Background: an optimization exercise with open tools, aiming at small area, a short achievable clock period and few clock cycles. Do not read the settings as production practice. The RTL was checked by simulation tests, not by an equivalence proof against the original design. Power figures rest on the tool's default switching activity, not on a simulated workload.

===== flow/run.sh =====
#!/bin/bash
# synth_recipe.tcl (not shown) runs the flow's synth.tcl, then flattens the netlist and writes it again
# the make line also repeats each setting of config.mk as NAME=value (left out here)
make -C /OpenROAD-flow-scripts/flow DESIGN_CONFIG=/design/flow/config.mk WORK_HOME=/design/flow/orfs CLKGATE_MAP_FILE= SYNTH_SCRIPT=/design/flow/synth_recipe.tcl finish

===== flow/config.mk =====
export PLATFORM = sky130hd
export DESIGN_NAME = draw_lines
export DESIGN_NICKNAME = draw_lines
export VERILOG_FILES = /design/flow/design.v
export SDC_FILE = /design/flow/constraint.sdc
export NUM_CORES = 4
export LEC_CHECK = 0
export CAP_MARGIN = 20
export CORE_MARGIN = 2
export CORE_UTILIZATION = 40
export SLEW_MARGIN = 20

===== flow/constraint.sdc =====
create_clock -name core_clock -period 5.0 [get_ports {i_clk}]
set_input_delay 1.0000 -clock core_clock [delete_from_list [all_inputs] [get_ports {i_clk}]]
set_output_delay 1.0000 -clock core_clock [all_outputs]
set_load 0.01 [all_outputs]

===== flow/design.v =====
module draw_lines(
      input          i_clk,
      input          i_reset,
      input   [10:0] i_x0,
      input   [10:0] i_x1,
      input   [10:0] i_y0,
      input   [10:0] i_y1,
      input          i_start,
      input          i_load_fifo,
      output         o_waiting,
      output         o_fifo_full,
      output         o_wr,
      output  [18:0] o_addr
    );
   localparam NR = 12;           
   localparam RW = 38;           
   reg        drawing;           
   reg  [3:0] count;             
   reg        full;              
   reg  [NR-1:0] r_v;            
   reg           p1_v, p2_v, e_v;
   reg        e_last;            
   wire finish = drawing & e_v & e_last;       
   wire [NR+2:0] vall = {e_v, p2_v, p1_v, r_v};    
   wire [NR+2:0] take;
   genvar gi;
   generate
      for (gi = 1; gi <= NR+2; gi = gi + 1) begin : g_take
         assign take[gi] = vall[gi-1] & (~&vall[NR+2:gi] | finish);
      end
   endgenerate
   assign take[0] = i_load_fifo;
   always @(posedge i_clk) begin
      if (i_reset) begin
         drawing <= 1'b0;
         count   <= 4'd0;
         full    <= 1'b0;
         r_v     <= {NR{1'b0}};
         p1_v    <= 1'b0;
         p2_v    <= 1'b0;
         e_v     <= 1'b0;
      end else begin
         if (i_start & ~drawing)
            drawing <= 1'b1;
         else if (finish & (count == 4'd1))
            drawing <= 1'b0;
         count <= count + {3'd0, i_load_fifo} - {3'd0, finish};
         full  <= (count + {3'd0, i_load_fifo} - {3'd0, finish}) == 4'd15;
         r_v   <= (r_v & ~take[NR:1]) | take[NR-1:0];
         p1_v  <= (p1_v & ~take[NR+1]) | take[NR];
         p2_v  <= (p2_v & ~take[NR+2]) | take[NR+1];
         e_v   <= (e_v & ~finish) | take[NR+2];
      end
   end
   assign o_waiting   = ~drawing;
   assign o_fifo_full = full;
   reg [RW-1:0] r_d [0:NR-1];
   always @(posedge i_clk) begin
      if (take[0])
         r_d[0] <= {i_x0[9:0], i_y0[8:0], i_x1[9:0], i_y1[8:0]};
   end
   generate
      for (gi = 1; gi < NR; gi = gi + 1) begin : g_raw
         always @(posedge i_clk) begin
            if (take[gi])
               r_d[gi] <= r_d[gi-1];
         end
      end
   endgenerate
   wire [9:0] h_x0 = r_d[NR-1][37:28];
   wire [8:0] h_y0 = r_d[NR-1][27:19];
   wire [9:0] h_x1 = r_d[NR-1][18:9];
   wire [8:0] h_y1 = r_d[NR-1][8:0];
   wire [10:0] dxp = {1'b0, h_x1} - {1'b0, h_x0};
   wire [10:0] dxn = {1'b0, h_x0} - {1'b0, h_x1};
   wire  [9:0] dyp = {1'b0, h_y1} - {1'b0, h_y0};
   wire  [9:0] dyn = {1'b0, h_y0} - {1'b0, h_y1};
   wire [18:0] a0  = {h_y0, 9'd0} + {2'd0, h_y0, 7'd0} + {9'd0, h_x0};
   wire [18:0] a1  = {h_y1, 9'd0} + {2'd0, h_y1, 7'd0} + {9'd0, h_x1};
   reg  [9:0] p1_adx;
   reg  [8:0] p1_ady;
   reg        p1_sx, p1_sy;      
   reg [18:0] p1_a0, p1_a1;
   always @(posedge i_clk) begin
      if (take[NR]) begin
         p1_sx  <= dxp[10];
         p1_sy  <= dyp[9];
         p1_adx <= dxp[10] ? dxn[9:0] : dxp[9:0];
         p1_ady <= dyp[9]  ? dyn[8:0] : dyp[8:0];
         p1_a0  <= a0;
         p1_a1  <= a1;
      end
   end
   wire [10:0] t_xy  = {1'b0, p1_adx} - {2'b0, p1_ady};         
   wire [10:0] t_yx  = {2'b0, p1_ady} - {1'b0, p1_adx};         
   wire [10:0] e0_ns = {2'b0, p1_adx[9:1]} - {2'b0, p1_ady};    
   wire [10:0] e0_s  = {3'b0, p1_ady[8:1]} - {1'b0, p1_adx};    
   wire        steep = t_xy[10];
   wire        swap  = steep ? p1_sy : p1_sx;
   reg [18:0] p2_addr;
   reg [10:0] p2_e;
   reg  [9:0] p2_d1;             
   reg  [9:0] p2_db;
   reg  [9:0] p2_cnt;            
   reg        p2_last;           
   reg        p2_steep, p2_bpos;
   always @(posedge i_clk) begin
      if (take[NR+1]) begin
         p2_addr  <= swap ? p1_a1 : p1_a0;
         p2_e     <= steep ? e0_s : e0_ns;
         p2_d1    <= steep ? t_yx[9:0] : t_xy[9:0];
         p2_db    <= steep ? p1_adx : {1'b0, p1_ady};
         p2_cnt   <= steep ? {1'b0, p1_ady} : p1_adx;
         p2_last  <= steep ? 1'b0 : (p1_adx == 10'd0);
         p2_steep <= steep;
         p2_bpos  <= ~(p1_sx ^ p1_sy);
      end
   end
   reg [18:0] e_addr;
   reg [10:0] e_err;             
   reg  [9:0] e_d1;
   reg  [9:0] e_db;
   reg  [9:0] e_cnt;
   reg        e_steep, e_bpos;
   wire        e_step = e_err[10];
   wire [18:0] e_inc  = ~e_step ? (e_steep ? 19'd640 : 19'd1) :
                        e_steep ? (e_bpos ? 19'd641 : 19'd639) :
                                  (e_bpos ? 19'd641 : -19'd639);
   wire [10:0] e_err_s  = e_err + {1'b0, e_d1};
   wire [10:0] e_err_ns = e_err - {1'b0, e_db};
   always @(posedge i_clk) begin
      if (take[NR+2]) begin
         e_addr  <= p2_addr;
         e_err   <= p2_e;
         e_d1    <= p2_d1;
         e_db    <= p2_db;
         e_cnt   <= p2_cnt;
         e_last  <= p2_last;
         e_steep <= p2_steep;
         e_bpos  <= p2_bpos;
      end else if (drawing & e_v) begin
         e_addr  <= e_addr + e_inc;
         e_err   <= e_step ? e_err_s : e_err_ns;
         e_cnt   <= e_cnt - 10'd1;
         e_last  <= (e_cnt == 10'd1);
      end
   end
   assign o_wr   = drawing & e_v;
   assign o_addr = e_addr;
endmodule

==> results.txt <==
==> how the worst max path moves through the flow <==
stage | endpoint | startpoint | cells after the start
floorplan | r_d[1][0] | drawing | 6
detailed placement | p2_addr[4] | p1_adx[1] | 8
global placement | p2_addr[1] | p1_adx[1] | 8
global route | e_err[9] | e_db[2] | 11
finish | p2_addr[0] | p1_adx[1] | 8
CTS | p2_addr[0] | p1_adx[1] | 8
==> stage by stage <==
stage / setup WS (ns) / total power, mW / utilization [%] / cells / hold WS [ns]
after global placement: 1.63 / 6.34 / 42.9 / 2615 / 0.400
final: 1.61 / 11.4 / 46.6 / 2747 / 0.404
after detailed placement: 1.58 / 6.35 / 42.9 / 2616 / 0.405
after floorplan: 0.251 / 6.29 / - / 1700 / 0.400
after CTS: 1.57 / 11.5 / 46.4 / 2742 / 0.399
after global routing: 1.31 / 11.7 / 46.6 / 2747 / 0.409
==> cell usage in the layout, fill, tap and decap left out, types with 7 or more instances in the layout <==
| master | instances |
|---|---|
| a21o_1 | 24 |
| a21oi_1 | 91 |
| a31oi_1 | 9 |
| and3_1 | 7 |
| buf_4 | 9 |
| bufinv_16 | 7 |
| clkbuf_1 | 13 |
| clkbuf_16 | 70 |
| clkdlybuf4s50_1 | 62 |
| clkinv_1 | 17 |
| clkinv_2 | 8 |
| dfxtp_1 | 21 |
| edfxtp_1 | 641 |
| fa_1 | 15 |
| ha_1 | 144 |
| inv_1 | 99 |
| mux2_2 | 14 |
| mux2_4 | 11 |
| mux2i_1 | 19 |
| nand2_1 | 88 |
| nand2b_1 | 20 |
| nor2_1 | 100 |
| nor2b_1 | 28 |
| nor3_1 | 22 |
| nor4_1 | 8 |
| o21a_1 | 11 |
| o21ai_0 | 92 |
| o21bai_1 | 7 |
| or3_1 | 8 |
| xnor2_1 | 58 |
| xor2_1 | 30 |
==> flip-flops by register name, summed over array words and instances, names as in the netlist, 4 cells and up <==
register / flops
p1_ady: 9
e_cnt: 10
e_err: 11
p2_e: 11
p1_a0: 19
p2_db: 10
e_d1: 10
count: 4
p2_addr: 19
p1_adx: 10
e_addr: 19
r_v: 12
p2_d1: 10
e_db: 10
p2_cnt: 10
r_d: 456
p1_a1: 19
==> power breakdown <==
group	switching, mW	internal, mW	total [mW]	leakage (nW)
clock	2.08	3.04	5.12	1.13
combinational	0.0529	0.0547	0.108	3.94
sequential	0.0195	6.11	6.13	5.99
==> per-layer routing <==
layer,wire length (um),track usage (%),part of all wire (%),vias up
met5,0,0,0,-
met4,1100,4.09,2.8,0
met3,1500,2.55,3.8,80
met2,19400,19.9,49,218
met1,17800,14.6,45,6218
li1,-,-,-,6594
==> final cells by class <==
class	instances	area, um^2
fill	5703	35700
sequential	662	19700
multi-input combinational	908	6860
clock buffer	87	1860
tap	873	1090
timing repair buffer	78	851
clock inverter	39	474
inverter	100	375
==> cell families after synthesis <==
group	Yosys count	share of synthesized area, %
AND/OR/NAND/NOR	317	5.59
AO/OA/AOI/OAI	298	6.77
adder cells (fa/ha/maj)	159	7.81
flip-flops	662	73.1
XOR/XNOR	88	2.86
multiplexers	45	1.99
other	1	0.0139
buffers and inverters	130	1.89
==> reports/results.txt <==
CP max stage cell: mux2i_4
Synth Area per Inst: 15.8 um^2
Gr ovfl total: 0
Design area: 31200 um^2
Syn Inst Count: 1700
Tcrit/Tclk final: 67.9%
Leakage: 11.1 nW
Worst r2r src: p1_adx[1]
Max Cap Viol: 0
Area growth syn-to-layout: 15.8%
Critical path cell sequence: inv_1 -> fa_1 -> nor2b_1 -> o21a_1 -> o21ai_1 -> a21oi_4 -> mux2i_4 -> mux2_2
Crit. End Element: register
Post-synth net total: 1907
CTS tree: yes
Main synth FF type: edfxtp_1
Post-CTS setup buffer count: 0
NumNets Final: 2026
CP top delay family: multiplexers
FF-to-FF End: p2_addr[0]
Clk root buf: clkbuf_16
Vias per cell: 4.77
Most numerous cell in the Yosys netlist: edfxtp_1
Hold endpoint: r_d[9][0]
H-Tree Depth: 3
Final setup viols: 0
WP data arrival: 3.74 ns
Tot GR Track Use: 11.6%
RSZ-0062 raised after global routing: false
Status: no timing/DRC/antenna violations
Die footprint: 69400 um^2
Largest net degree at the start of global routing: 64
Drt total wl: 39900 um
Area after DPL: 28700 um^2
Achievable frequency: 295 MHz
Largest area contributor in the netlist: edfxtp_1
Die height: 263 um
Dpl hpwl: 27700 um
Worst Path Max Fanout: 19
Core Area: 66900 um^2
Clock Path Buffers: 3
Yosys warnings: 2
Synthesized flop and latch total: 662
EDFF count, synth: 641
DRC Markers: 0
Initial antenna violation count: 0
Clock Skew: 0.0217 ns
Max stage delay on crit path: 0.83 ns
Core Rows: 95
Max-slew violations: 0
Hold Path Cell Cnt: 0
Syn Std Cell Area: 26900 um^2
Share of cells above drive strength 1: 8.96%
Setup Crit Path Kind: register to register
DR iter-0 viols: 790
Final Wtd Congestion: 0.821
Antenna viol nets, final: 0
Hold Buf Count CTS: 0
Count of cell types in the netlist: 68
Most frequent cells after synthesis: 641 x edfxtp_1, 144 x ha_1, 100 x nor2_1
Crit path time final: 3.39 ns
Post-synth ARST share: 0%
Worst-Margin Slew: 1.00 ns
Input/output buffers: 63
Hold Fails Final Rpt: 0
Relative slew slack: 33.0%
I/O pins: 70
Worst R2R Path Depth: 8
TNS Setup: 0 ns
Count of inserted antenna diode cells: 0
Area share of the largest cell type after synthesis: 71.5%
Post-CTS sizing: 0
Skew-Pair Late Insertion Delay: 0.61 ns
DR WL/cell: 14.5 um
Starting Density: 40.2%
Hold_sp: r_d[8][0]
Worst-path clk slew: 0.06 ns
Worst VDD drop: 0.286 mV
First-pass GRT wire length: 65100 um
Die Width: 263 um
Via count: 13100
Sequential area share after synthesis: 73.1%
Reg2Reg Setup Slack: 1.61 ns
Largest cells by area after synthesis: edfxtp_1 72%, ha_1 6.7%, xnor2_1 1.9%
Crit path buffers/inverters: 1
Vias in the first global route: 13000
Power Density: 364 nW/um^2
CTS buffer count: 69
TritonRoute pass-1 iters: 5
Worst setup SP type: register
CTS sink cnt: 662
WP data required: 5.34 ns
Hold Path Class: register to register
Testbench counts, summed over its fixed seeds: cycles 117,814.

port drivers added, routing unchanged:
No port has a modelled driver above. Below, the same layout with a new extraction and two added sets of constraints. Step 1: set_driving_cell puts a clkbuf_16 on i_clk and a buf_2 on each other input, an assumption about the parent block. Step 2 times the ports against the registers' clock, not the clock port: input delays grow and output delays shrink by t, the midpoint of the rising clock arrivals with the driver on. Three values: ideal, step 1, step 2; two values: the first two.
t (ns): 0.661
setup WS [ns]: 1.605 / 1.605 / 1.605
worst slew at a driven data input, ns: 0.04
pins driven straight from the clock port: 1
After both steps this run still meets setup and hold. The setup slack of this run moves by 0.000 ns with the drivers and by 0.000 ns with both steps.
